What follows belongs to an exercise in optimizing a design on an open flow for small area; a production flow would make more cautious choices.
Only simulation tests tie the RTL to the original design; equivalence was not proved.
Power is estimated from default activity; no workload was simulated.

**config.mk**
```make
export PLATFORM = sky130hd
export DESIGN_NAME = rgb_to_ycbcr_444
export DESIGN_NICKNAME = rgb_to_ycbcr_444
export VERILOG_FILES = /design/flow/design.v
export SDC_FILE = /design/flow/constraint.sdc
export NUM_CORES = 4
export LEC_CHECK = 0
export CAP_MARGIN = 20
export CORE_MARGIN = 2
export CORE_UTILIZATION = 60
export CTS_BUF_LIST = sky130_fd_sc_hd__clkbuf_4 sky130_fd_sc_hd__clkbuf_8
export GPL_TIMING_DRIVEN = 0
export SLEW_MARGIN = 20
export SYNTH_HIERARCHICAL = 1
export SYNTH_MINIMUM_KEEP_SIZE = 0
```
**constraint.sdc**
```tcl
create_clock -name core_clock -period 6.0 [get_ports {in_clock}]
set_input_delay 1.2000 -clock core_clock [delete_from_list [all_inputs] [get_ports {in_clock}]]
set_output_delay 1.2000 -clock core_clock [all_outputs]
set_load 0.01 [all_outputs]
```
**design.v**
```verilog
module rgb_to_ycbcr_444(
  input wire in_reset,
  input wire in_clock,
  input wire [7:0] in_r,
  input wire [7:0] in_g,
  input wire [7:0] in_b,
  output reg [7:0] out_y,
  output reg [7:0] out_cb,
  output reg [7:0] out_cr
  );
  wire n0 = in_g[0] & in_b[0];
  wire n1, n2;
  fa_cell u_n1 (.a(in_r[0]), .b(in_g[1]), .c(in_b[1]), .s(n1), .co(n2));
  wire n3 = n0 & n1;
  wire n4, n5;
  fa_cell u_n4 (.a(in_r[1]), .b(in_g[2]), .c(in_b[2]), .s(n4), .co(n5));
  wire n6 = (n2 & n4) | (n2 & n3) | (n4 & n3);
  wire n7, n8;
  fa_cell u_n7 (.a(in_r[2]), .b(in_g[3]), .c(in_b[3]), .s(n7), .co(n8));
  wire n9, n10;
  fa_cell u_n9 (.a(in_b[0]), .b(n5), .c(n7), .s(n9), .co(n10));
  wire n11 = n9 & n6;
  wire n12, n13;
  fa_cell u_n12 (.a(in_r[3]), .b(in_g[4]), .c(in_b[4]), .s(n12), .co(n13));
  wire n14, n15;
  fa_cell u_n14 (.a(in_b[1]), .b(in_b[0]), .c(n8), .s(n14), .co(n15));
  wire n16, n17;
  fa_cell u_n16 (.a(n12), .b(n10), .c(n14), .s(n16), .co(n17));
  wire n18 = n11 & n16;
  wire n19, n20;
  fa_cell u_n19 (.a(in_r[4]), .b(in_g[5]), .c(in_b[5]), .s(n19), .co(n20));
  wire n21, n22;
  fa_cell u_n21 (.a(in_b[2]), .b(in_b[1]), .c(n13), .s(n21), .co(n22));
  wire n23, n24;
  fa_cell u_n23 (.a(n19), .b(n15), .c(n21), .s(n23), .co(n24));
  wire n25 = (n17 & n23) | (n17 & n18) | (n23 & n18);
  wire n26, n27;
  fa_cell u_n26 (.a(in_r[5]), .b(in_r[0]), .c(in_g[6]), .s(n26), .co(n27));
  wire n28, n29;
  fa_cell u_n28 (.a(in_b[6]), .b(in_b[3]), .c(in_b[2]), .s(n28), .co(n29));
  wire n30, n31;
  fa_cell u_n30 (.a(n20), .b(n26), .c(n28), .s(n30), .co(n31));
  wire n32, n33;
  fa_cell u_n32 (.a(n22), .b(n30), .c(n24), .s(n32), .co(n33));
  wire n34 = n32 & n25;
  wire n35, n36;
  fa_cell u_n35 (.a(in_r[6]), .b(in_r[1]), .c(in_g[7]), .s(n35), .co(n36));
  wire n37, n38;
  fa_cell u_n37 (.a(in_g[0]), .b(in_b[7]), .c(in_b[4]), .s(n37), .co(n38));
  wire n39, n40;
  fa_cell u_n39 (.a(in_b[3]), .b(n27), .c(n29), .s(n39), .co(n40));
  wire n41, n42;
  fa_cell u_n41 (.a(n35), .b(n37), .c(n31), .s(n41), .co(n42));
  wire n43, n44;
  fa_cell u_n43 (.a(n39), .b(n41), .c(n33), .s(n43), .co(n44));
  wire n45 = n34 & n43;
  wire n46, n47;
  fa_cell u_n46 (.a(in_r[7]), .b(in_r[2]), .c(in_g[1]), .s(n46), .co(n47));
  wire n48, n49;
  fa_cell u_n48 (.a(in_b[5]), .b(in_b[4]), .c(n36), .s(n48), .co(n49));
  wire n50, n51;
  fa_cell u_n50 (.a(n38), .b(n46), .c(n40), .s(n50), .co(n51));
  wire n52, n53;
  fa_cell u_n52 (.a(n48), .b(n42), .c(n50), .s(n52), .co(n53));
  wire n54, n55;
  fa_cell u_n54 (.a(n52), .b(n44), .c(n45), .s(n54), .co(n55));
  wire n56, n57;
  fa_cell u_n56 (.a(in_r[3]), .b(in_g[2]), .c(in_b[6]), .s(n56), .co(n57));
  wire n58, n59;
  fa_cell u_n58 (.a(in_b[5]), .b(n47), .c(n56), .s(n58), .co(n59));
  wire n60, n61;
  fa_cell u_n60 (.a(n49), .b(n58), .c(n51), .s(n60), .co(n61));
  wire n62, n63;
  fa_cell u_n62 (.a(n53), .b(n60), .c(n55), .s(n62), .co(n63));
  wire n64, n65;
  fa_cell u_n64 (.a(in_r[4]), .b(in_g[3]), .c(in_b[7]), .s(n64), .co(n65));
  wire n66, n67;
  fa_cell u_n66 (.a(in_b[6]), .b(n57), .c(n64), .s(n66), .co(n67));
  wire n68, n69;
  fa_cell u_n68 (.a(n59), .b(n66), .c(n61), .s(n68), .co(n69));
  wire n70, n71;
  fa_cell u_n70 (.a(in_r[5]), .b(in_g[4]), .c(in_b[7]), .s(n70), .co(n71));
  wire n72, n73;
  fa_cell u_n72 (.a(n65), .b(n70), .c(n67), .s(n72), .co(n73));
  wire n74;
  xor_cell u_n74 (.a(in_r[6]), .b(in_g[5]), .y(n74));
  wire n75 = in_r[6] | in_g[5];
  wire n76;
  xor_cell u_n76 (.a(n74), .b(n71), .y(n76));
  wire n77 = ~n74 & n71;
  wire n78, n79;
  fa_cell u_n78 (.a(in_r[7]), .b(in_g[6]), .c(n75), .s(n78), .co(n79));
  wire n80 = n68 & n63;
  wire n81 = n68 | n63;
  wire n82;
  xor_cell u_n82 (.a(n68), .b(n63), .y(n82));
  wire n83 = n72 & n69;
  wire n84 = n72 | n69;
  wire n85;
  xor_cell u_n85 (.a(n72), .b(n69), .y(n85));
  wire n86 = ~n76 & n73;
  wire n87 = ~n76 | n73;
  wire n88;
  xor_cell u_n88 (.a(n76), .b(n73), .y(n88));
  wire n89 = n77 & n78;
  wire n90 = n77 | n78;
  wire n91;
  xor_cell u_n91 (.a(n77), .b(n78), .y(n91));
  wire n92 = in_g[7] & n79;
  wire n93 = in_g[7] | n79;
  wire n94;
  xor_cell u_n94 (.a(in_g[7]), .b(n79), .y(n94));
  wire n95 = n83 | (n84 & n80);
  wire n96 = n84 & n81;
  wire n97 = n89 | (n90 & n86);
  wire n98 = n90 & n87;
  wire n99 = 1'b0 | (1'b0 & n92);
  wire n100 = 1'b0 & n93;
  wire n101 = n86 | (n87 & n95);
  wire n102 = n87 & n96;
  wire n103 = n97 | (n98 & n95);
  wire n104 = n98 & n96;
  wire n105 = n92 | (n93 & n103);
  wire n106 = n93 & n104;
  wire n107 = n99 | (n100 & n103);
  wire n108 = n100 & n104;
  wire n109 = n80;
  wire n110;
  xnor_cell u_n110 (.a(n85), .b(n109), .y(n110));
  wire n111 = n95;
  wire n112;
  xor_cell u_n112 (.a(n88), .b(n111), .y(n112));
  wire n113 = n101;
  wire n114;
  xnor_cell u_n114 (.a(n91), .b(n113), .y(n114));
  wire n115 = n103;
  wire n116;
  xnor_cell u_n116 (.a(n94), .b(n115), .y(n116));
  wire n117 = n105;
  wire n118 = in_b[0] & ~in_g[0];
  wire n119 = in_b[0] | ~in_g[0];
  wire n120;
  xor_cell u_n120 (.a(in_b[0]), .b(in_g[0]), .y(n120));
  wire n121 = in_b[1] & ~in_g[1];
  wire n122 = in_b[1] | ~in_g[1];
  wire n123;
  xor_cell u_n123 (.a(in_b[1]), .b(in_g[1]), .y(n123));
  wire n124 = in_b[2] & ~in_g[2];
  wire n125 = in_b[2] | ~in_g[2];
  wire n126;
  xor_cell u_n126 (.a(in_b[2]), .b(in_g[2]), .y(n126));
  wire n127 = in_b[3] & ~in_g[3];
  wire n128 = in_b[3] | ~in_g[3];
  wire n129;
  xor_cell u_n129 (.a(in_b[3]), .b(in_g[3]), .y(n129));
  wire n130 = in_b[4] & ~in_g[4];
  wire n131 = in_b[4] | ~in_g[4];
  wire n132;
  xor_cell u_n132 (.a(in_b[4]), .b(in_g[4]), .y(n132));
  wire n133 = in_b[5] & ~in_g[5];
  wire n134 = in_b[5] | ~in_g[5];
  wire n135;
  xor_cell u_n135 (.a(in_b[5]), .b(in_g[5]), .y(n135));
  wire n136 = in_b[6] & ~in_g[6];
  wire n137 = in_b[6] | ~in_g[6];
  wire n138;
  xor_cell u_n138 (.a(in_b[6]), .b(in_g[6]), .y(n138));
  wire n139 = in_b[7] & ~in_g[7];
  wire n140 = in_b[7] | ~in_g[7];
  wire n141;
  xor_cell u_n141 (.a(in_b[7]), .b(in_g[7]), .y(n141));
  wire n142 = n121 | (n122 & n119);
  wire n143 = n122 & n119;
  wire n144 = n127 | (n128 & n124);
  wire n145 = n128 & n125;
  wire n146 = n133 | (n134 & n130);
  wire n147 = n134 & n131;
  wire n148 = n139 | (n140 & n136);
  wire n149 = n140 & n137;
  wire n150 = n124 | (n125 & n142);
  wire n151 = n125 & n143;
  wire n152 = n144 | (n145 & n142);
  wire n153 = n145 & n143;
  wire n154 = n136 | (n137 & n146);
  wire n155 = n137 & n147;
  wire n156 = n148 | (n149 & n146);
  wire n157 = n149 & n147;
  wire n158 = n130 | (n131 & n152);
  wire n159 = n131 & n153;
  wire n160 = n146 | (n147 & n152);
  wire n161 = n147 & n153;
  wire n162 = n154 | (n155 & n152);
  wire n163 = n155 & n153;
  wire n164 = n156 | (n157 & n152);
  wire n165 = n157 & n153;
  wire n166 = n119;
  wire n167;
  xor_cell u_n167 (.a(n123), .b(n166), .y(n167));
  wire n168 = n142;
  wire n169;
  xor_cell u_n169 (.a(n126), .b(n168), .y(n169));
  wire n170 = n150;
  wire n171;
  xor_cell u_n171 (.a(n129), .b(n170), .y(n171));
  wire n172 = n152;
  wire n173;
  xor_cell u_n173 (.a(n132), .b(n172), .y(n173));
  wire n174 = n158;
  wire n175;
  xor_cell u_n175 (.a(n135), .b(n174), .y(n175));
  wire n176 = n160;
  wire n177;
  xor_cell u_n177 (.a(n138), .b(n176), .y(n177));
  wire n178 = n162;
  wire n179;
  xor_cell u_n179 (.a(n141), .b(n178), .y(n179));
  wire n180 = n164;
  wire n181 = in_r[0] & ~in_g[0];
  wire n182 = in_r[0] | ~in_g[0];
  wire n183;
  xor_cell u_n183 (.a(in_r[0]), .b(in_g[0]), .y(n183));
  wire n184 = in_r[1] & ~in_g[1];
  wire n185 = in_r[1] | ~in_g[1];
  wire n186;
  xor_cell u_n186 (.a(in_r[1]), .b(in_g[1]), .y(n186));
  wire n187 = in_r[2] & ~in_g[2];
  wire n188 = in_r[2] | ~in_g[2];
  wire n189;
  xor_cell u_n189 (.a(in_r[2]), .b(in_g[2]), .y(n189));
  wire n190 = in_r[3] & ~in_g[3];
  wire n191 = in_r[3] | ~in_g[3];
  wire n192;
  xor_cell u_n192 (.a(in_r[3]), .b(in_g[3]), .y(n192));
  wire n193 = in_r[4] & ~in_g[4];
  wire n194 = in_r[4] | ~in_g[4];
  wire n195;
  xor_cell u_n195 (.a(in_r[4]), .b(in_g[4]), .y(n195));
  wire n196 = in_r[5] & ~in_g[5];
  wire n197 = in_r[5] | ~in_g[5];
  wire n198;
  xor_cell u_n198 (.a(in_r[5]), .b(in_g[5]), .y(n198));
  wire n199 = in_r[6] & ~in_g[6];
  wire n200 = in_r[6] | ~in_g[6];
  wire n201;
  xor_cell u_n201 (.a(in_r[6]), .b(in_g[6]), .y(n201));
  wire n202 = in_r[7] & ~in_g[7];
  wire n203 = in_r[7] | ~in_g[7];
  wire n204;
  xor_cell u_n204 (.a(in_r[7]), .b(in_g[7]), .y(n204));
  wire n205 = n184 | (n185 & n182);
  wire n206 = n185 & n182;
  wire n207 = n190 | (n191 & n187);
  wire n208 = n191 & n188;
  wire n209 = n196 | (n197 & n193);
  wire n210 = n197 & n194;
  wire n211 = n202 | (n203 & n199);
  wire n212 = n203 & n200;
  wire n213 = n187 | (n188 & n205);
  wire n214 = n188 & n206;
  wire n215 = n207 | (n208 & n205);
  wire n216 = n208 & n206;
  wire n217 = n199 | (n200 & n209);
  wire n218 = n200 & n210;
  wire n219 = n211 | (n212 & n209);
  wire n220 = n212 & n210;
  wire n221 = n193 | (n194 & n215);
  wire n222 = n194 & n216;
  wire n223 = n209 | (n210 & n215);
  wire n224 = n210 & n216;
  wire n225 = n217 | (n218 & n215);
  wire n226 = n218 & n216;
  wire n227 = n219 | (n220 & n215);
  wire n228 = n220 & n216;
  wire n229 = n182;
  wire n230;
  xor_cell u_n230 (.a(n186), .b(n229), .y(n230));
  wire n231 = n205;
  wire n232;
  xor_cell u_n232 (.a(n189), .b(n231), .y(n232));
  wire n233 = n213;
  wire n234;
  xor_cell u_n234 (.a(n192), .b(n233), .y(n234));
  wire n235 = n215;
  wire n236;
  xor_cell u_n236 (.a(n195), .b(n235), .y(n236));
  wire n237 = n221;
  wire n238;
  xor_cell u_n238 (.a(n198), .b(n237), .y(n238));
  wire n239 = n223;
  wire n240;
  xor_cell u_n240 (.a(n201), .b(n239), .y(n240));
  wire n241 = n225;
  wire n242;
  xor_cell u_n242 (.a(n204), .b(n241), .y(n242));
  wire n243 = n227;
  wire n244, n245;
  fa_cell u_n244 (.a(n183), .b(n183), .c(~n230), .s(n244), .co(n245));
  wire n246, n247;
  fa_cell u_n246 (.a(n230), .b(n232), .c(~n245), .s(n246), .co(n247));
  wire n248;
  xor_cell u_n248 (.a(n120), .b(n232), .y(n248));
  wire n249 = n120 & ~n232;
  wire n250, n251;
  ha_cell u_n250 (.a(n234), .b(n248), .s(n250), .co(n251));
  wire n252;
  xor_cell u_n252 (.a(n183), .b(n167), .y(n252));
  wire n253 = n183 & ~n167;
  wire n254, n255;
  fa_cell u_n254 (.a(n252), .b(~n249), .c(n236), .s(n254), .co(n255));
  wire n256, n257;
  ha_cell u_n256 (.a(n234), .b(n251), .s(n256), .co(n257));
  wire n258, n259;
  fa_cell u_n258 (.a(n230), .b(~n253), .c(n169), .s(n258), .co(n259));
  wire n260, n261;
  fa_cell u_n260 (.a(n236), .b(n238), .c(n258), .s(n260), .co(n261));
  wire n262, n263;
  ha_cell u_n262 (.a(n257), .b(n255), .s(n262), .co(n263));
  wire n264, n265;
  fa_cell u_n264 (.a(n120), .b(n232), .c(n171), .s(n264), .co(n265));
  wire n266, n267;
  fa_cell u_n266 (.a(n259), .b(n240), .c(n238), .s(n266), .co(n267));
  wire n268, n269;
  fa_cell u_n268 (.a(n264), .b(n263), .c(n261), .s(n268), .co(n269));
  wire n270, n271;
  fa_cell u_n270 (.a(~n167), .b(n173), .c(n234), .s(n270), .co(n271));
  wire n272, n273;
  fa_cell u_n272 (.a(n242), .b(n240), .c(n265), .s(n272), .co(n273));
  wire n274, n275;
  fa_cell u_n274 (.a(n270), .b(n267), .c(n272), .s(n274), .co(n275));
  wire n276, n277;
  ha_cell u_n276 (.a(n169), .b(n243), .s(n276), .co(n277));
  wire n278, n279;
  fa_cell u_n278 (.a(n236), .b(n175), .c(n242), .s(n278), .co(n279));
  wire n280, n281;
  fa_cell u_n280 (.a(~n276), .b(n271), .c(n278), .s(n280), .co(n281));
  wire n282, n283;
  fa_cell u_n282 (.a(n273), .b(n280), .c(n275), .s(n282), .co(n283));
  wire n284, n285;
  fa_cell u_n284 (.a(n171), .b(n243), .c(n277), .s(n284), .co(n285));
  wire n286, n287;
  fa_cell u_n286 (.a(n177), .b(n238), .c(n279), .s(n286), .co(n287));
  wire n288, n289;
  fa_cell u_n288 (.a(~n284), .b(n281), .c(n286), .s(n288), .co(n289));
  wire n290;
  xor_cell u_n290 (.a(n173), .b(n179), .y(n290));
  wire n291 = n173 & ~n179;
  wire n292, n293;
  fa_cell u_n292 (.a(n240), .b(n290), .c(~n285), .s(n292), .co(n293));
  wire n294, n295;
  ha_cell u_n294 (.a(n287), .b(n292), .s(n294), .co(n295));
  wire n296, n297;
  fa_cell u_n296 (.a(n180), .b(n175), .c(~n242), .s(n296), .co(n297));
  wire n298, n299;
  fa_cell u_n298 (.a(n291), .b(n296), .c(~n293), .s(n298), .co(n299));
  wire n300, n301;
  fa_cell u_n300 (.a(n243), .b(n177), .c(n297), .s(n300), .co(n301));
  wire n302, n303;
  ha_cell u_n302 (.a(n179), .b(n301), .s(n302), .co(n303));
  wire n304;
  xor_cell u_n304 (.a(n180), .b(n303), .y(n304));
  wire n305 = ~n244 & n246;
  wire n306 = ~n244 | n246;
  wire n307 = n250 & n247;
  wire n308 = n250 | n247;
  wire n309 = n256 & n254;
  wire n310 = n256 | n254;
  wire n311 = n262 & n260;
  wire n312 = n262 | n260;
  wire n313 = n266 & n268;
  wire n314 = n266 | n268;
  wire n315 = n269 & n274;
  wire n316 = n269 | n274;
  wire n317;
  xor_cell u_n317 (.a(n269), .b(n274), .y(n317));
  wire n318 = n288 & n283;
  wire n319 = n288 | n283;
  wire n320;
  xor_cell u_n320 (.a(n288), .b(n283), .y(n320));
  wire n321 = n294 & n289;
  wire n322 = n294 | n289;
  wire n323;
  xor_cell u_n323 (.a(n294), .b(n289), .y(n323));
  wire n324 = n295 & ~n298;
  wire n325 = n295 | ~n298;
  wire n326;
  xor_cell u_n326 (.a(n295), .b(n298), .y(n326));
  wire n327 = ~n300 & ~n299;
  wire n328 = ~n300 | ~n299;
  wire n329;
  xor_cell u_n329 (.a(n300), .b(n299), .y(n329));
  wire n330 = n307 | (n308 & n305);
  wire n331 = n308 & n306;
  wire n332 = n311 | (n312 & n309);
  wire n333 = n312 & n310;
  wire n334 = n315 | (n316 & n313);
  wire n335 = n316 & n314;
  wire n336 = n318 | (n319 & 1'b0);
  wire n337 = n319 & n282;
  wire n338 = n324 | (n325 & n321);
  wire n339 = n325 & n322;
  wire n340 = 1'b0 | (~n302 & n327);
  wire n341 = ~n302 & n328;
  wire n342 = n309 | (n310 & n330);
  wire n343 = n310 & n331;
  wire n344 = n332 | (n333 & n330);
  wire n345 = n333 & n331;
  wire n346 = 1'b0 | (n282 & n334);
  wire n347 = n282 & n335;
  wire n348 = n336 | (n337 & n334);
  wire n349 = n337 & n335;
  wire n350 = n327 | (n328 & n338);
  wire n351 = n328 & n339;
  wire n352 = n340 | (n341 & n338);
  wire n353 = n341 & n339;
  wire n354 = n313 | (n314 & n344);
  wire n355 = n314 & n345;
  wire n356 = n334 | (n335 & n344);
  wire n357 = n335 & n345;
  wire n358 = n346 | (n347 & n344);
  wire n359 = n347 & n345;
  wire n360 = n348 | (n349 & n344);
  wire n361 = n349 & n345;
  wire n362 = 1'b0 | (n304 & n352);
  wire n363 = n304 & n353;
  wire n364 = n321 | (n322 & n360);
  wire n365 = n322 & n361;
  wire n366 = n338 | (n339 & n360);
  wire n367 = n339 & n361;
  wire n368 = n350 | (n351 & n360);
  wire n369 = n351 & n361;
  wire n370 = n352 | (n353 & n360);
  wire n371 = n353 & n361;
  wire n372 = n362 | (n363 & n360);
  wire n373 = n363 & n361;
  wire n374 = n354;
  wire n375;
  xnor_cell u_n375 (.a(n317), .b(n374), .y(n375));
  wire n376 = n356;
  wire n377;
  xnor_cell u_n377 (.a(n282), .b(n376), .y(n377));
  wire n378 = n358;
  wire n379;
  xnor_cell u_n379 (.a(n320), .b(n378), .y(n379));
  wire n380 = n360;
  wire n381;
  xnor_cell u_n381 (.a(n323), .b(n380), .y(n381));
  wire n382 = n364;
  wire n383;
  xor_cell u_n383 (.a(n326), .b(n382), .y(n383));
  wire n384 = n366;
  wire n385;
  xnor_cell u_n385 (.a(n329), .b(n384), .y(n385));
  wire n386 = n368;
  wire n387;
  xor_cell u_n387 (.a(n302), .b(n386), .y(n387));
  wire n388 = n370;
  wire n389;
  xnor_cell u_n389 (.a(n304), .b(n388), .y(n389));
  wire n390;
  xor_cell u_n390 (.a(n183), .b(n120), .y(n390));
  wire n391 = n183 | n120;
  wire n392;
  xor_cell u_n392 (.a(n230), .b(n167), .y(n392));
  wire n393 = n230 | n167;
  wire n394;
  xor_cell u_n394 (.a(n391), .b(n392), .y(n394));
  wire n395 = n391 | n392;
  wire n396, n397;
  fa_cell u_n396 (.a(n393), .b(n232), .c(n169), .s(n396), .co(n397));
  wire n398, n399;
  fa_cell u_n398 (.a(~n395), .b(n175), .c(n396), .s(n398), .co(n399));
  wire n400, n401;
  fa_cell u_n400 (.a(n183), .b(n234), .c(n171), .s(n400), .co(n401));
  wire n402, n403;
  fa_cell u_n402 (.a(n397), .b(n177), .c(n400), .s(n402), .co(n403));
  wire n404, n405;
  fa_cell u_n404 (.a(~n230), .b(n236), .c(n173), .s(n404), .co(n405));
  wire n406, n407;
  fa_cell u_n406 (.a(n179), .b(n401), .c(n404), .s(n406), .co(n407));
  wire n408, n409;
  ha_cell u_n408 (.a(n232), .b(n180), .s(n408), .co(n409));
  wire n410, n411;
  fa_cell u_n410 (.a(n238), .b(n175), .c(~n408), .s(n410), .co(n411));
  wire n412, n413;
  fa_cell u_n412 (.a(n405), .b(n410), .c(n407), .s(n412), .co(n413));
  wire n414, n415;
  ha_cell u_n414 (.a(n234), .b(n409), .s(n414), .co(n415));
  wire n416, n417;
  fa_cell u_n416 (.a(n240), .b(n177), .c(~n414), .s(n416), .co(n417));
  wire n418, n419;
  ha_cell u_n418 (.a(n411), .b(n416), .s(n418), .co(n419));
  wire n420, n421;
  ha_cell u_n420 (.a(n236), .b(n415), .s(n420), .co(n421));
  wire n422, n423;
  fa_cell u_n422 (.a(n242), .b(n179), .c(~n420), .s(n422), .co(n423));
  wire n424, n425;
  fa_cell u_n424 (.a(n417), .b(n422), .c(n419), .s(n424), .co(n425));
  wire n426, n427;
  ha_cell u_n426 (.a(n243), .b(n180), .s(n426), .co(n427));
  wire n428, n429;
  fa_cell u_n428 (.a(n238), .b(n426), .c(n421), .s(n428), .co(n429));
  wire n430;
  xor_cell u_n430 (.a(n423), .b(n428), .y(n430));
  wire n431 = n423 & ~n428;
  wire n432, n433;
  fa_cell u_n432 (.a(n427), .b(n240), .c(n429), .s(n432), .co(n433));
  wire n434, n435;
  ha_cell u_n434 (.a(n242), .b(n433), .s(n434), .co(n435));
  wire n436;
  xor_cell u_n436 (.a(n243), .b(n435), .y(n436));
  wire n437 = n390 & n171;
  wire n438 = n390 | n171;
  wire n439 = n173 & n394;
  wire n440 = n173 | n394;
  wire n441 = n399 & n402;
  wire n442 = n399 | n402;
  wire n443 = n403 & n406;
  wire n444 = n403 | n406;
  wire n445;
  xor_cell u_n445 (.a(n403), .b(n406), .y(n445));
  wire n446 = n418 & n413;
  wire n447 = n418 | n413;
  wire n448;
  xor_cell u_n448 (.a(n418), .b(n413), .y(n448));
  wire n449 = ~n430 & n425;
  wire n450 = ~n430 | n425;
  wire n451;
  xor_cell u_n451 (.a(n430), .b(n425), .y(n451));
  wire n452 = n431 & ~n432;
  wire n453 = n431 | ~n432;
  wire n454;
  xor_cell u_n454 (.a(n431), .b(n432), .y(n454));
  wire n455 = ~n120 | (1'b1 & 1'b0);
  wire n456 = 1'b1 & 1'b0;
  wire n457 = 1'b0 | (n169 & 1'b0);
  wire n458 = n169 & n167;
  wire n459 = n439 | (n440 & n437);
  wire n460 = n440 & n438;
  wire n461 = n441 | (n442 & 1'b0);
  wire n462 = n442 & n398;
  wire n463 = 1'b0 | (n412 & n443);
  wire n464 = n412 & n444;
  wire n465 = 1'b0 | (n424 & n446);
  wire n466 = n424 & n447;
  wire n467 = n452 | (n453 & n449);
  wire n468 = n453 & n450;
  wire n469 = 1'b0 | (n436 & 1'b0);
  wire n470 = n436 & ~n434;
  wire n471 = 1'b0 | (n167 & n455);
  wire n472 = n167 & n456;
  wire n473 = n457 | (n458 & n455);
  wire n474 = n458 & n456;
  wire n475 = 1'b0 | (n398 & n459);
  wire n476 = n398 & n460;
  wire n477 = n461 | (n462 & n459);
  wire n478 = n462 & n460;
  wire n479 = n446 | (n447 & n463);
  wire n480 = n447 & n464;
  wire n481 = n465 | (n466 & n463);
  wire n482 = n466 & n464;
  wire n483 = 1'b0 | (~n434 & n467);
  wire n484 = ~n434 & n468;
  wire n485 = n469 | (n470 & n467);
  wire n486 = n470 & n468;
  wire n487 = n437 | (n438 & n473);
  wire n488 = n438 & n474;
  wire n489 = n459 | (n460 & n473);
  wire n490 = n460 & n474;
  wire n491 = n475 | (n476 & n473);
  wire n492 = n476 & n474;
  wire n493 = n477 | (n478 & n473);
  wire n494 = n478 & n474;
  wire n495 = n449 | (n450 & n481);
  wire n496 = n450 & n482;
  wire n497 = n467 | (n468 & n481);
  wire n498 = n468 & n482;
  wire n499 = n483 | (n484 & n481);
  wire n500 = n484 & n482;
  wire n501 = n485 | (n486 & n481);
  wire n502 = n486 & n482;
  wire n503 = n443 | (n444 & n493);
  wire n504 = n444 & n494;
  wire n505 = n463 | (n464 & n493);
  wire n506 = n464 & n494;
  wire n507 = n479 | (n480 & n493);
  wire n508 = n480 & n494;
  wire n509 = n481 | (n482 & n493);
  wire n510 = n482 & n494;
  wire n511 = n495 | (n496 & n493);
  wire n512 = n496 & n494;
  wire n513 = n497 | (n498 & n493);
  wire n514 = n498 & n494;
  wire n515 = n499 | (n500 & n493);
  wire n516 = n500 & n494;
  wire n517 = n501 | (n502 & n493);
  wire n518 = n502 & n494;
  wire n519 = n493;
  wire n520;
  xnor_cell u_n520 (.a(n445), .b(n519), .y(n520));
  wire n521 = n503;
  wire n522;
  xnor_cell u_n522 (.a(n412), .b(n521), .y(n522));
  wire n523 = n505;
  wire n524;
  xnor_cell u_n524 (.a(n448), .b(n523), .y(n524));
  wire n525 = n507;
  wire n526;
  xnor_cell u_n526 (.a(n424), .b(n525), .y(n526));
  wire n527 = n509;
  wire n528;
  xor_cell u_n528 (.a(n451), .b(n527), .y(n528));
  wire n529 = n511;
  wire n530;
  xor_cell u_n530 (.a(n454), .b(n529), .y(n530));
  wire n531 = n513;
  wire n532;
  xor_cell u_n532 (.a(n434), .b(n531), .y(n532));
  wire n533 = n515;
  wire n534;
  xnor_cell u_n534 (.a(n436), .b(n533), .y(n534));
  wire [7:0] y_d = {n117, ~n116, ~n114, ~n112, ~n110, n82, n62, n54};
  wire [7:0] cb_d = {~n389, ~n387, ~n385, ~n383, ~n381, ~n379, ~n377, ~n375};
  wire [7:0] cr_d = {~n534, ~n532, ~n530, ~n528, ~n526, ~n524, ~n522, ~n520};
  always @(posedge in_clock) begin
    if (in_reset) begin
      out_y <= 8'd0;
      out_cb <= 8'd0;
      out_cr <= 8'd0;
    end else begin
      out_y <= y_d;
      out_cb <= cb_d;
      out_cr <= cr_d;
    end
  end
endmodule
module fa_cell(input wire a, input wire b, input wire c, output wire s, output wire co);
  assign s = a ^ b ^ c;
  assign co = (a & b) | (a & c) | (b & c);
endmodule
module ha_cell(input wire a, input wire b, output wire s, output wire co);
  assign s = a ^ b;
  assign co = a & b;
endmodule
module xnor_cell(input wire a, input wire b, output wire y);
  assign y = ~(a ^ b);
endmodule
module xor_cell(input wire a, input wire b, output wire y);
  assign y = a ^ b;
endmodule
```
**flow/run.sh**
```bash
#!/bin/bash
export BUFFER_PORTS_ARGS="-buffer_cell sky130_fd_sc_hd__buf_1"
export CTS_ARGS="-sink_clustering_enable -repair_clock_nets -dont_use_dummy_load -buf_list {sky130_fd_sc_hd__clkbuf_4 sky130_fd_sc_hd__clkbuf_8}"
export RECOVER_POWER=100
bash standard.sh > standard.log 2>&1
```
**standard.sh**
```bash
#!/bin/bash
# synth_recipe.tcl (not shown) runs the flow's synth.tcl, then flattens the netlist and writes it again
# the make line also repeats each setting of config.mk as NAME=value (left out here)
make -C /OpenROAD-flow-scripts/flow DESIGN_CONFIG=/design/flow/config.mk WORK_HOME=/design/flow/orfs CLKGATE_MAP_FILE= SYNTH_SCRIPT=/design/flow/synth_recipe.tcl "${@:-finish}"
```
==> results of run 1 <==
-- modules after synthesis (local to each module, per instance) --
module	flip-flops and latches	area [um^2]	cells
fa_cell	0	20.0	1
ha_cell	0	12.5	1
rgb_to_ycbcr_444	24	1410	175
xnor_cell	0	8.76	1
xor_cell	0	8.76	1
-- registers in the layout (all words and copies together), names as in the netlist --
| name | count |
|---|---|
| out_cb | 8 |
| out_cr | 8 |
| out_y | 8 |
-- power by group through the flow --
stage               Clock (mW)  Sequential (mW)  Combinational [mW]
finish                  0.0942            0.251                1.86
global route             0.101            0.260                2.09
detailed placement           0            0.255                1.86
CTS                     0.0979            0.252                1.87
global placement             0            0.254                1.81
floorplan                    0            0.290                1.47
-- layout make-up --
class	instances	share of cell area, %
clock buffers	3	1.04
repair buffers	49	4.65
flip-flops and latches	24	12.1
plain buffers	2	0.189
well taps	75	2.36
inverters	21	1.98
multi-input cells	283	77.7
-- what timing repair did --
item,in CTS,in global routing
buffers inserted,0,0
endpoints found under the setup margin,3,7
endpoints found under the hold margin,0,0
resized for setup,2,9
-- worst max-delay path by stage --
stage                      to  cells after the start  startpoint  slack, ns
floorplan            out_y[6]                     14     in_r[3]       0.35
global placement    out_cb[4]                     15     in_g[0]      -0.34
detailed placement  out_cb[4]                     15     in_g[0]      -0.37
CTS                 out_cr[7]                     15     in_g[0]       0.08
global route        out_cb[7]                     21     in_r[0]       0.01
finish               out_y[6]                     15     in_r[3]       0.20
-- critical path, stage by stage --
cell and delay (ns):
clkbuf_1 0.20, fa_1 0.48, fa_1 0.46, fa_1 0.39
fa_1 0.38, fa_1 0.43, and3_1 0.19, fa_1 0.37
fa_1 0.41, and2_4 0.17, maj3_2 0.33, maj3_2 0.35
maj3_2 0.35, xnor2_1 0.16, nor2_1 0.06
-- cell families after synthesis --
group | after synthesis | synth area share (%)
buffers and inverters | 23 | 2.41
and+or+nand+nor | 62 | 8.35
xor gates and xnor gates | 75 | 18.4
DFF | 24 | 13.4
AOI/OAI and AO/OA | 48 | 10.0
adders and majority gates | 98 | 47.5
-- layout by cell type, fill, tap and decap left out, types with 2 or more instances in the layout --
cell       instances
fa_1              68
xor2_1            55
buf_1             45
dfxtp_1           24
nor2_1            23
inv_1             21
xnor2_1           14
nand2_1           13
maj3_1            12
ha_1              12
nor2b_1            9
nand2b_1           7
maj3_2             6
o211ai_1           6
o221ai_1           5
a31oi_1            5
a21oi_1            5
clkbuf_1           5
xor2_2             4
and3_1             3
clkbuf_8           3
o21ai_0            2
a222oi_1           2
o21a_1             2
o22ai_1            2
o21ai_1            2
or2_2              2
a221oi_1           2
a211o_1            2
o2bb2ai_1          2
a21boi_0           2
xor2_4             2
-- cells in the mapped netlist, types with 7 or more instances --
cell type | number | area, um^2
fa_1 | 68 | 1360
ha_1 | 12 | 150
xor2_1 | 61 | 534
xnor2_1 | 14 | 123
inv_1 | 21 | 78.8
maj3_1 | 12 | 120
nor2_1 | 23 | 86.3
nor2b_1 | 9 | 56.3
dfxtp_1 | 24 | 480
nand2b_1 | 7 | 43.8
nand2_1 | 13 | 48.8
-- per-layer routing --
metal	part of all wire [%]	track usage (%)	up-vias
li1	-	-	1200
met1	42	29.2	1264
met2	54	47.4	38
met3	2.9	3.33	4
met4	0.29	1.86	0
met5	0	0	-
-- through the flow --
step / util (%) / TNS, ns / cells / cell area [um^2]
3_3_place_gp: 65.9 / -1.70 / 454 / 3860
3_5_place_dp: 65.9 / -2.08 / 454 / 3860
5_1_grt: 68.0 / 0 / 457 / 3980
6_report: 68.0 / 0 / 457 / 3980
4_1_cts: 66.9 / 0 / 457 / 3910
2_1_floorplan: - / 0 / 330 / 3580
==> results.txt, run 1 <==
final net count=490; Final GP Congestion=0.845; CP required=6.14 ns; H-tree depth=1; Residual DRC=0; Max Cap Viol=0; unrepaired setup endpoints after global routing=no; DR vias=2506; Int Pwr=1.17 mW; Hold Crit Depth=2; antenna-violating nets left=0; ys async rst share=0%; Std-Cell Rows=28; Synth Register Bits=24; Post-Syn Area=3580 um^2; routed len/inst=15.7 um; Starting Density=61.2%; CP Capture Type=flip-flop; Fin Hold WS=1.24 ns; Worst Hold Class=input pin to flip-flop; total power=2.21 mW; peak fanout along the critical path=7; TritonCTS clock tree=done; Top FF cell, synth=dfxtp_1; Worst Hold End=out_y[2]; period utilization=96.7%; leakage dissipation=1.60 nW; DP HPWL=6.04 mm; area grow syn2layout=11.2%; switching pwr=1.04 mW; Final Setup Violations=0; Netlist cell types=40; Initial DRT Pass Iterations=4; post-synthesis sequential area ratio=13.4%; first-pass GRT wire length=12.0 mm; status=timing/DRC/antenna clean; crit path launch type=input pin; cts hold-fix bufs=0; Congestion Overflow GR=0; Sequential Area=480 um^2; pre-CTS setup slack=-0.375 ns; initial antenna violation count=0; port bufs=49; die area=6600 um^2; die height=81.2 um; Worst Setup Path Type=input pin to flip-flop; Mean Syn Cell Area=10.8 um^2; largest net degree at the start of global routing=14; # IOs=50; Hold Violations, Final=0; Least-Margin Pin Slew=0.925 ns; clk buf depth=2; Yosys warning total=7; switching power share of the total=47.2%; Post-synth EDFFs=0; share of total power in the clock network=4.3%; FMAX=0.172 GHz; peak supply drop=0.411 mV; Worst Hold Launch=in_reset; Final Critical Period=5.80 ns; post-route setup slack=0.200 ns; Core ar.=5850 um^2; cell count after synthesis=330; syn nets=436; GRT Overall Usage=24.2%; Die X=81.2 um; clock sink count=24; Arrival @ worst endpoint=5.94 ns; area occupied by multi-input gates=3090 um^2; fillers=483; Ant. Diodes=0; power per cell area=555 nW/um^2; share of post-route cells with drive strength above 1=6.28%; Clock transition at path regs=0.08 ns; Max-slew headroom=38.1%; CTS Buf Count=3; CTS root buf=clkbuf_8; sequential share of power=11.4%; Vias per Instance=5.48; final WL=7.18 mm; 1st-iter DRT viols=89; Combinational Power Share=84.3%; Slew Limit Fails=0; vias in the first global route=2600
==> inputs of run 2 (changes only) <==
==> flow/run.sh (replaced) <==
#!/bin/bash
export BUFFER_PORTS_ARGS="-buffer_cell sky130_fd_sc_hd__buf_1"
export CTS_ARGS="-sink_clustering_enable -repair_clock_nets -dont_use_dummy_load -buf_list {sky130_fd_sc_hd__clkbuf_4 sky130_fd_sc_hd__clkbuf_8}"
bash standard.sh > standard.log 2>&1
==> results.txt, run 2 <==
Final Setup Violations=0; die height=81.2 um; Post-synth top cells=fa_1, xor2_1, dfxtp_1; Yosys warning total=7; die area=6600 um^2; routed len/inst=15.7 um; clk buf depth=2; port bufs=49; Clock transition at path regs=0.08 ns; Top FF cell, synth=dfxtp_1; Slew Limit Fails=0; antenna-violating nets left=0; Post-Syn Area=3580 um^2; most common cell in the netlist=fa_1; Vias per Instance=5.49; peak fanout along the critical path=7; Post-synth EDFFs=0; Congestion Overflow GR=0; syn nets=436; mux share of post-synthesis cell area=0%; most frequent cells in the layout=fa_1, xor2_1, buf_1; H-tree depth=1; area grow syn2layout=11.2%; CTS Buf Count=3; ys async rst share=0%; Ant. Diodes=0; Initial DRT Pass Iterations=4; Synth Register Bits=24; crit path launch type=input pin; Sequential Area=480 um^2; peak supply drop=0.411 mV; largest family of logic cells by synthesized area=adder cells; post-synthesis simple-gate area fraction=8.35%; GRT Overall Usage=24.2%; CP Capture Type=flip-flop; synth top area cells=fa_1, xor2_1, dfxtp_1; final net count=490; FMAX=0.172 GHz; status=timing/DRC/antenna clean; power per cell area=555 nW/um^2; final WL=7.18 mm; post-synthesis compound-gate area fraction=10.0%; unrepaired setup endpoints after global routing=no; Arrival @ worst endpoint=5.93 ns; cts hold-fix bufs=0; Residual DRC=0; DR vias=2508; post-synthesis sequential area ratio=13.4%; initial antenna violation count=0; 1st-iter DRT viols=89; xor-xnor portion of the synthesized cell area=18.4%; Synth area leader=fa_1; Adder-Cell Fraction of Synth Area=47.5%; clock sink count=24; Worst Setup Path Type=input pin to flip-flop; Worst Hold Class=input pin to flip-flop; Max-slew headroom=38.1%; # IOs=50; Largest regs=out_cb x8, out_cr x8, out_y x8; first-pass GRT wire length=12.0 mm; Final GP Congestion=0.845; vias in the first global route=2600; period utilization=96.6%; Final Util=68.0%; CTS root buf=clkbuf_8; final non-filler cell area=3980 um^2; Std-Cell Rows=28; Hold Violations, Final=0; DP Area=3860 um^2; pre-CTS setup slack=-0.375 ns; area share of the largest cell type after synthesis=38.0%; Core ar.=5850 um^2; Least-Margin Pin Slew=0.925 ns; Max Cap Viol=0; CP required=6.14 ns; leakage dissipation=1.60 nW; DP HPWL=6.04 mm; TritonCTS clock tree=done; Mean Syn Cell Area=10.8 um^2; commonest non-fill, non-tap cell in the layout=fa_1; share of post-route cells with drive strength above 1=6.28%; area occupied by multi-input gates=3090 um^2; Fin Hold WS=1.24 ns; post-route setup slack=0.202 ns; Layout Cells excl Fill=457; Final Critical Period=5.80 ns; Inst Count DP=454; largest net degree at the start of global routing=14; Starting Density=61.2%; cell count after synthesis=330; fillers=483; Die X=81.2 um; Netlist cell types=40
run 2: per-stage QoR:
stage | power (mW) | TNS, ns
2_1_floorplan | 1.76 | 0
3_3_place_gp | 2.07 | -1.70
3_5_place_dp | 2.11 | -2.08
4_1_cts | 2.22 | 0
5_1_grt | 2.45 | 0
6_report | 2.21 | 0
run 2: cell type report:
type / instances / share of cell area, %
repair buffers: 49 / 4.65
well taps: 75 / 2.36
multi-input cells: 283 / 77.7
plain buffers: 2 / 0.189
flip-flops and latches: 24 / 12.1
inverters: 21 / 1.98
clock buffers: 3 / 1.04
run 2: where the power goes:
group | total [mW] | leakage (nW) | internal, mW | switching [mW]
clock | 0.0942 | 0.0216 | 0.0448 | 0.0494
combinational | 1.86 | 1.38 | 0.884 | 0.977
sequential | 0.251 | 0.200 | 0.238 | 0.0137
run 2: kinds of logic (layout without fill, tap and decap cells):
| logic type | after synthesis | after routing |
|---|---|---|
| fa+ha+maj | 98 | 98 |
| compound gates | 48 | 48 |
| flops | 24 | 24 |
| xor+xnor | 75 | 75 |
| buf+inv | 23 | 75 |
| simple gates | 62 | 62 |
run 2: per-layer routing:
metal	wire length, um	GRT usage, %	up-vias	part of all wire (%)
met5	0	0	-	0
met4	21	1.86	0	0.29
met3	211	3.33	4	2.9
met2	3910	47.4	38	54
met1	3040	29.2	1265	42
li1	-	-	1201	-
run 2: final timing paths:
check,startpoint,endpoint,depth (start not counted)
min,in_reset,out_y[2],2
max,in_r[3],out_y[6],15
run 2: timing repair:
item	CTS	global route
setup endpoints to repair	3	7
gates resized for setup	2	9
setup buffers	0	0
run 2: modules after synthesis (local to each module, per instance):
module | cell area [um^2] | flops+latches | cells
ha_cell | 12.5 | 0 | 1
fa_cell | 20.0 | 0 | 1
xnor_cell | 8.76 | 0 | 1
rgb_to_ycbcr_444 | 1410 | 24 | 175
xor_cell | 8.76 | 0 | 1
run 2: critical path, stage by stage:
cell and delay (ns):
buf_1 0.20, fa_1 0.48, fa_1 0.46, fa_1 0.39
fa_1 0.38, fa_1 0.43, and3_1 0.19, fa_1 0.37
fa_1 0.41, and2_4 0.17, maj3_2 0.33, maj3_2 0.35
maj3_2 0.35, xnor2_1 0.16, nor2_1 0.06

## afterwards: timing with drivers on the ports
Ports are ideal in the flow. The routed layouts listed here were re-timed in OpenROAD. Step 1 sets driving cells, clkbuf_16 on the clock port and buf_2 on the other inputs (assumed; they add their load-dependent delay and slew). Step 2 times the ports against the registers' clock, not the clock port: input delays grow and output delays shrink by t, the midpoint of the rising clock arrivals with the driver on. Slacks: ideal ports / drivers / drivers and shift; pairs: ideal ports / drivers.
run	shift t [ns]	slack for setup (ns)	worst setup path after step 2	slew at the worst register clock pin (ns)
run 1	0.284	0.200 / 0.200 / -0.084	input to register	0.08 / 0.08
run 2	0.284	0.202 / 0.203 / -0.081	input to register	0.08 / 0.08
With both steps, setup timing fails in run 1 and run 2, where it was met with ideal ports. The setup slack of run 1, which loses most, moves by 0.000 ns with the drivers and by -0.284 ns with both steps.
